From an optimization exercise on the open Yosys and OpenROAD flow, aimed at small area, a short achievable clock period and few clock cycles per item; shortcuts taken in it are not production practice.
RTL that was checked went through simulation tests only; none was proved equivalent to the original.

## multiplier
module multiplier(opA, opB, op_en, clk, rst, res, add, sub, done);
make LEC_CHECK=0 CAP_MARGIN=20 CORE_MARGIN=2 CORE_UTILIZATION=60 CTS_BUF_LIST='sky130_fd_sc_hd__clkbuf_4 sky130_fd_sc_hd__clkbuf_8' CTS_CLUSTER_SIZE=30 PLACE_DENSITY=0.7 SETUP_SLACK_MARGIN=5 SLEW_MARGIN=20 TNS_END_PERCENT=0 finish   # period 8.0 ns
run.sh (not shown) runs the stock make flow with config.mk's settings and CLKGATE_MAP_FILE= SYNTH_SCRIPT=/design/flow/synth_recipe.tcl, a recipe that flattens the netlist after the stock synthesis.
Testbench counts at the start, summed over its fixed seeds: cycles 4,819, ops 1,600.
Rerun with:
Settings changed: CORE_UTILIZATION 60 to 40, CTS_BUF_LIST sky130_fd_sc_hd__clkbuf_4 sky130_fd_sc_hd__clkbuf_8 to default, CTS_CLUSTER_SIZE 30 to default, PLACE_DENSITY 0.7 to 0.6, SETUP_SLACK_MARGIN 5 to 3, TNS_END_PERCENT 0 to default.
- first-iteration DRC count came out lower by 6.7%
- core utilization came out lower by 21 points
- routed wire length came out higher by 9.2%
Rerun with:
Settings changed: CORE_UTILIZATION 40 to 50, PLACE_DENSITY 0.6 to 0.65, SETUP_SLACK_MARGIN 3 to 5, TNS_END_PERCENT from default to 0.
Flip-flop and latch count is unchanged.
Worst hold slack improves by 0.019 ns.
Clock-buffer cell count grows by 2.
Register-to-register slack degrades by 0.09 ns.
Cell count shrinks by a little under a tenth.
Wire length shrinks by a few percent.

* * *

The RTL this note starts from:
==> flow/design.v <==
module multiplier(opA, opB, op_en, clk, rst, res, add, sub, done);
    input [31:0] opA, opB;
    input op_en, clk, rst;
    output reg [63:0] res;
    output reg [4:0] add, sub;
    output reg done;
    localparam K  = 4;                 
    localparam R  = K / 2;             
    localparam NG = (32 + K - 1) / K;  
    localparam CW = (NG > 1) ? $clog2(NG) : 1;
    localparam W  = 32 + K;            
    localparam [W-1:0] CLOW = (1 << W) - ((((1 << (2*R)) - 1) / 3) << 33);
    reg [31:0] A, B;
    reg swap;                          
    reg [CW-1:0] cnt;
    reg [R-1:0] neg, one, two;         
    function [K:0] win;
        input [31:0] x;
        input integer g;
        integer i, p;
        begin
            for (i = 0; i <= K; i = i + 1) begin
                p = K*g + i - 1;
                win[i] = (p < 0) ? 1'b0 : (p > 31) ? x[31] : x[p];
            end
        end
    endfunction
    function [3*R-1:0] enc;
        input [K:0] w;
        integer r;
        reg b0, b1, b2;
        begin
            for (r = 0; r < R; r = r + 1) begin
                b0 = w[2*r];
                b1 = w[2*r + 1];
                b2 = w[2*r + 2];
                enc[r]       = b2 & ~(b1 & b0);
                enc[R + r]   = b1 ^ b0;
                enc[2*R + r] = (b2 & ~b1 & ~b0) | (~b2 & b1 & b0);
            end
        end
    endfunction
    function [NG:1] fit;
        input [31:0] x;
        integer i;
        begin
            for (i = 1; i <= NG; i = i + 1)
                fit[i] = (K*i - 1 >= 31) ? 1'b1 :
                         (&($signed(x) >>> (K*i - 1))) | ~(|($signed(x) >>> (K*i - 1)));
        end
    endfunction
    wire [NG:1] fA = fit(opA), fB = fit(opB);
    wire sw = |(fA & ~fB);             
    wire [NG:1] fM = fA | fB;
    reg  [CW-1:0] start;
    reg  [K:0] wA, wB;
    integer i;
    always @(*) begin
        start = {CW{1'b0}};
        wA = win(opA, 0);
        wB = win(opB, 0);
        for (i = 1; i < NG; i = i + 1)
            if (!fM[i]) begin
                start = i;
                wA = win(opA, i);
                wB = win(opB, i);
            end
    end
    reg [K:0] nA, nB;
    integer g;
    always @(*) begin
        nA = win(A, 0);
        nB = win(B, 0);
        for (g = 1; g < NG - 1; g = g + 1)
            if (cnt == g + 1) begin
                nA = win(A, g);
                nB = win(B, g);
            end
    end
    wire [K:0] nY = swap ? nA : nB;
    wire [31:0] X = swap ? B : A;      
    reg [W+1:0] low;                   
    reg [33:0] mag, pp;
    integer r;
    always @(*) begin
        low = {res[31:0], {K{1'b0}}} + CLOW;
        for (r = 0; r < R; r = r + 1) begin
            mag = two[r] ? {X[31], X, 1'b0} : one[r] ? {{2{X[31]}}, X} : 34'd0;
            pp = neg[r] ? ~mag : mag;
            low = low + ({~pp[33], pp[32:0]} << (2*r)) + (neg[r] << (2*r));
        end
    end
    wire [63-W:0] hi  = res[63-K:32];
    wire [63-W:0] hin = (low[W+1:W] == 2'd0) ? hi - 1'b1 :
                        (low[W+1:W] == 2'd1) ? hi : hi + 1'b1;
    wire [31:0] tr = B ^ {B[30:0], 1'b0};
    reg [2:0] c4 [0:7];
    reg [5:0] nt;
    integer t;
    always @(*) begin
        for (t = 0; t < 8; t = t + 1)
            c4[t] = tr[4*t] + tr[4*t+1] + tr[4*t+2] + tr[4*t+3];
        nt = ((c4[0] + c4[1]) + (c4[2] + c4[3])) + ((c4[4] + c4[5]) + (c4[6] + c4[7]));
    end
    always @(posedge clk) begin
        add <= nt[5:1];
        sub <= nt[5:1] + nt[0];
        if (rst) begin
            done <= 1'b1;
        end else if (op_en) begin
            done <= 1'b0;
            A <= opA;
            B <= opB;
            swap <= sw;
            cnt <= start;
            {two, one, neg} <= enc(sw ? wA : wB);
            res <= 64'd0;
        end else if (!done) begin
            res <= {hin, low[W-1:0]};
            {two, one, neg} <= enc(nY);
            cnt <= cnt - 1'b1;
            if (cnt == 0) done <= 1'b1;
        end
    end
endmodule
==> flow/config.mk <==
export PLATFORM = sky130hd
export DESIGN_NAME = multiplier
export DESIGN_NICKNAME = multiplier
export VERILOG_FILES = /design/flow/design.v
export SDC_FILE = /design/flow/constraint.sdc
export NUM_CORES = 4
export LEC_CHECK = 0
export ABC_CLOCK_PERIOD_IN_PS = 2500
export CAP_MARGIN = 20
export CORE_MARGIN = 2
export CORE_UTILIZATION = 40
export PLACE_DENSITY = 0.6
export SETUP_SLACK_MARGIN = 5
export SLEW_MARGIN = 20
==> flow/constraint.sdc <==
create_clock -name core_clock -period 8.0 [get_ports {clk}]
set_input_delay 1.6000 -clock core_clock [delete_from_list [all_inputs] [get_ports {clk}]]
set_output_delay 1.6000 -clock core_clock [all_outputs]
set_load 0.01 [all_outputs]
Then changed:
--- a/flow/config.mk
+++ b/flow/config.mk
@@ -12,3 +12,3 @@
 export PLACE_DENSITY = 0.6
-export SETUP_SLACK_MARGIN = 5
+export SETUP_SLACK_MARGIN = 3
 export SLEW_MARGIN = 20
Result:
- The new run produced a clean layout
- first-iteration DRC count went up by 30%
- register-to-register slack stays flat
- cell area decreases by about 8%
- worst setup slack degrades by 0.0042 ns
- sequential cell count stays the same
- critical path depth rose by 4
- global-route usage shrinks by 1.5 points
- worst hold slack is about the same
No functional check of the RTL was part of any run of this note.

* * *

Another version of the RTL of multiplier (not shown whole).
Size in the first run: roughly 150 flip-flops.
## multiplier
module multiplier(opA, opB, op_en, clk, rst, res, add, sub, done);
==> flow/config.mk <==
export PLATFORM = sky130hd
export DESIGN_NAME = multiplier
export DESIGN_NICKNAME = multiplier
export VERILOG_FILES = /design/flow/design.v
export SDC_FILE = /design/flow/constraint.sdc
export NUM_CORES = 4
export LEC_CHECK = 0
export CAP_MARGIN = 20
export CORE_MARGIN = 2
export CORE_UTILIZATION = 60
export CTS_CLUSTER_SIZE = 30
export PLACE_DENSITY = 0.7
export SETUP_SLACK_MARGIN = 5
export SLEW_MARGIN = 20
export TNS_END_PERCENT = 0
==> flow/constraint.sdc <==
create_clock -name core_clock -period 8.0 [get_ports {clk}]
set_input_delay 1.6000 -clock core_clock [delete_from_list [all_inputs] [get_ports {clk}]]
set_output_delay 1.6000 -clock core_clock [all_outputs]
set_load 0.01 [all_outputs]
Testbench counts at the start, summed over its fixed seeds: cycles 4,819, ops 1,600.
Edit:
- CORE_UTILIZATION: 60 -> 50
- CTS_CLUSTER_SIZE: 30 -> not set
- PLACE_DENSITY: 0.7 -> 0.65
Hold slack gets worse by 0.014 ns.
Setup slack loses 0.012 ns.
Synthesized area stays the same.
Sequential cell count does not change.
Routed wire length shrinks by 1.3%.
Clock-buffer cell count came out higher by 2.
Die area increases by 19%.
Via count shrinks by 1.2%.
Design area goes up by 1.3%.
First-iteration DRC count fell by 12%.
Edit:
- CORE_UTILIZATION: 50 -> 60
- CTS_CLUSTER_SIZE: not set -> 30
- PLACE_DENSITY: 0.65 -> 0.7
- SETUP_SLACK_MARGIN: 5 -> 3.5
What happened:
- The new run completed without violations
- via count grows by 1.2%
- worst hold slack is better by 0.014 ns
Edit:
- CORE_UTILIZATION: 60 -> 70
- PLACE_DENSITY: 0.7 -> 0.8
- SETUP_SLACK_MARGIN: 3.5 -> 5
Effect:
- The changed run went through all stages and came out clean
- setup slack got worse by 0.22 ns
- utilization rose by 12 points
- hold slack degrades by 0.0054 ns
- cell area grows by 0.73%
- wire length rises by 18%
Edit:
- CORE_UTILIZATION: 70 -> 55
- PLACE_DENSITY: 0.8 -> 0.7
- SETUP_SLACK_MARGIN: 5 -> 4.5
The new run went through all stages and came out clean.
Via count goes down by 11%.
Global-route usage is lower by 11 points.
Register-to-register slack improves by 0.30 ns.
Fmax came out higher by 3.6%.
Setup slack gains 0.18 ns.
Worst hold slack is worse by 0.0081 ns.
Synthesized cell count does not change.
Design area drops by 0.71%.
Core utilization shrinks by 19 points.

[separate check: timing with driven ports]
The flow's constraints put no driver on any port. The routed layouts listed below were extracted and timed again, unchanged, in two steps. Step 1, drivers: a clkbuf_16 drives clk and a buf_2 each remaining input, both assumed. Step 2 also shifts input and output timing later by t, the mid clock arrival at the registers, as if the neighbouring blocks saw the same clock. Slacks: ideal / step 1 / step 2; pairs: ideal / step 1.
run	t, ns	setup slack, ns	worst register clock-pin slew, ns
the first run of note 1	0.502	2.861 / 2.886 / 2.384	0.12 / 0.12
the second run of note 1	0.494	2.991 / 2.953 / 2.516	0.08 / 0.08
the third run of note 1	0.485	2.901 / 2.898 / 2.447	0.07 / 0.07
the first run of note 2	0.507	2.763 / 2.763 / 2.763	0.07 / 0.07
the second run of note 2	0.484	2.758 / 2.758 / 2.555	0.08 / 0.08
the first run of note 3	0.482	3.000 / 3.024 / 2.542	0.07 / 0.07
the second run of note 3	0.483	2.988 / 3.010 / 2.526	0.07 / 0.07
the third run of note 3	0.482	3.000 / 3.024 / 2.542	0.07 / 0.07
the fourth run of note 3	0.483	2.782 / 2.782 / 2.489	0.07 / 0.07
the fifth run of note 3	0.477	2.965 / 2.983 / 2.505	0.07 / 0.07
After both steps setup and hold are still met in every run listed. For the first run of note 1, which loses most, drivers alone change the setup slack by +0.025 ns; drivers and shift together by -0.477 ns.
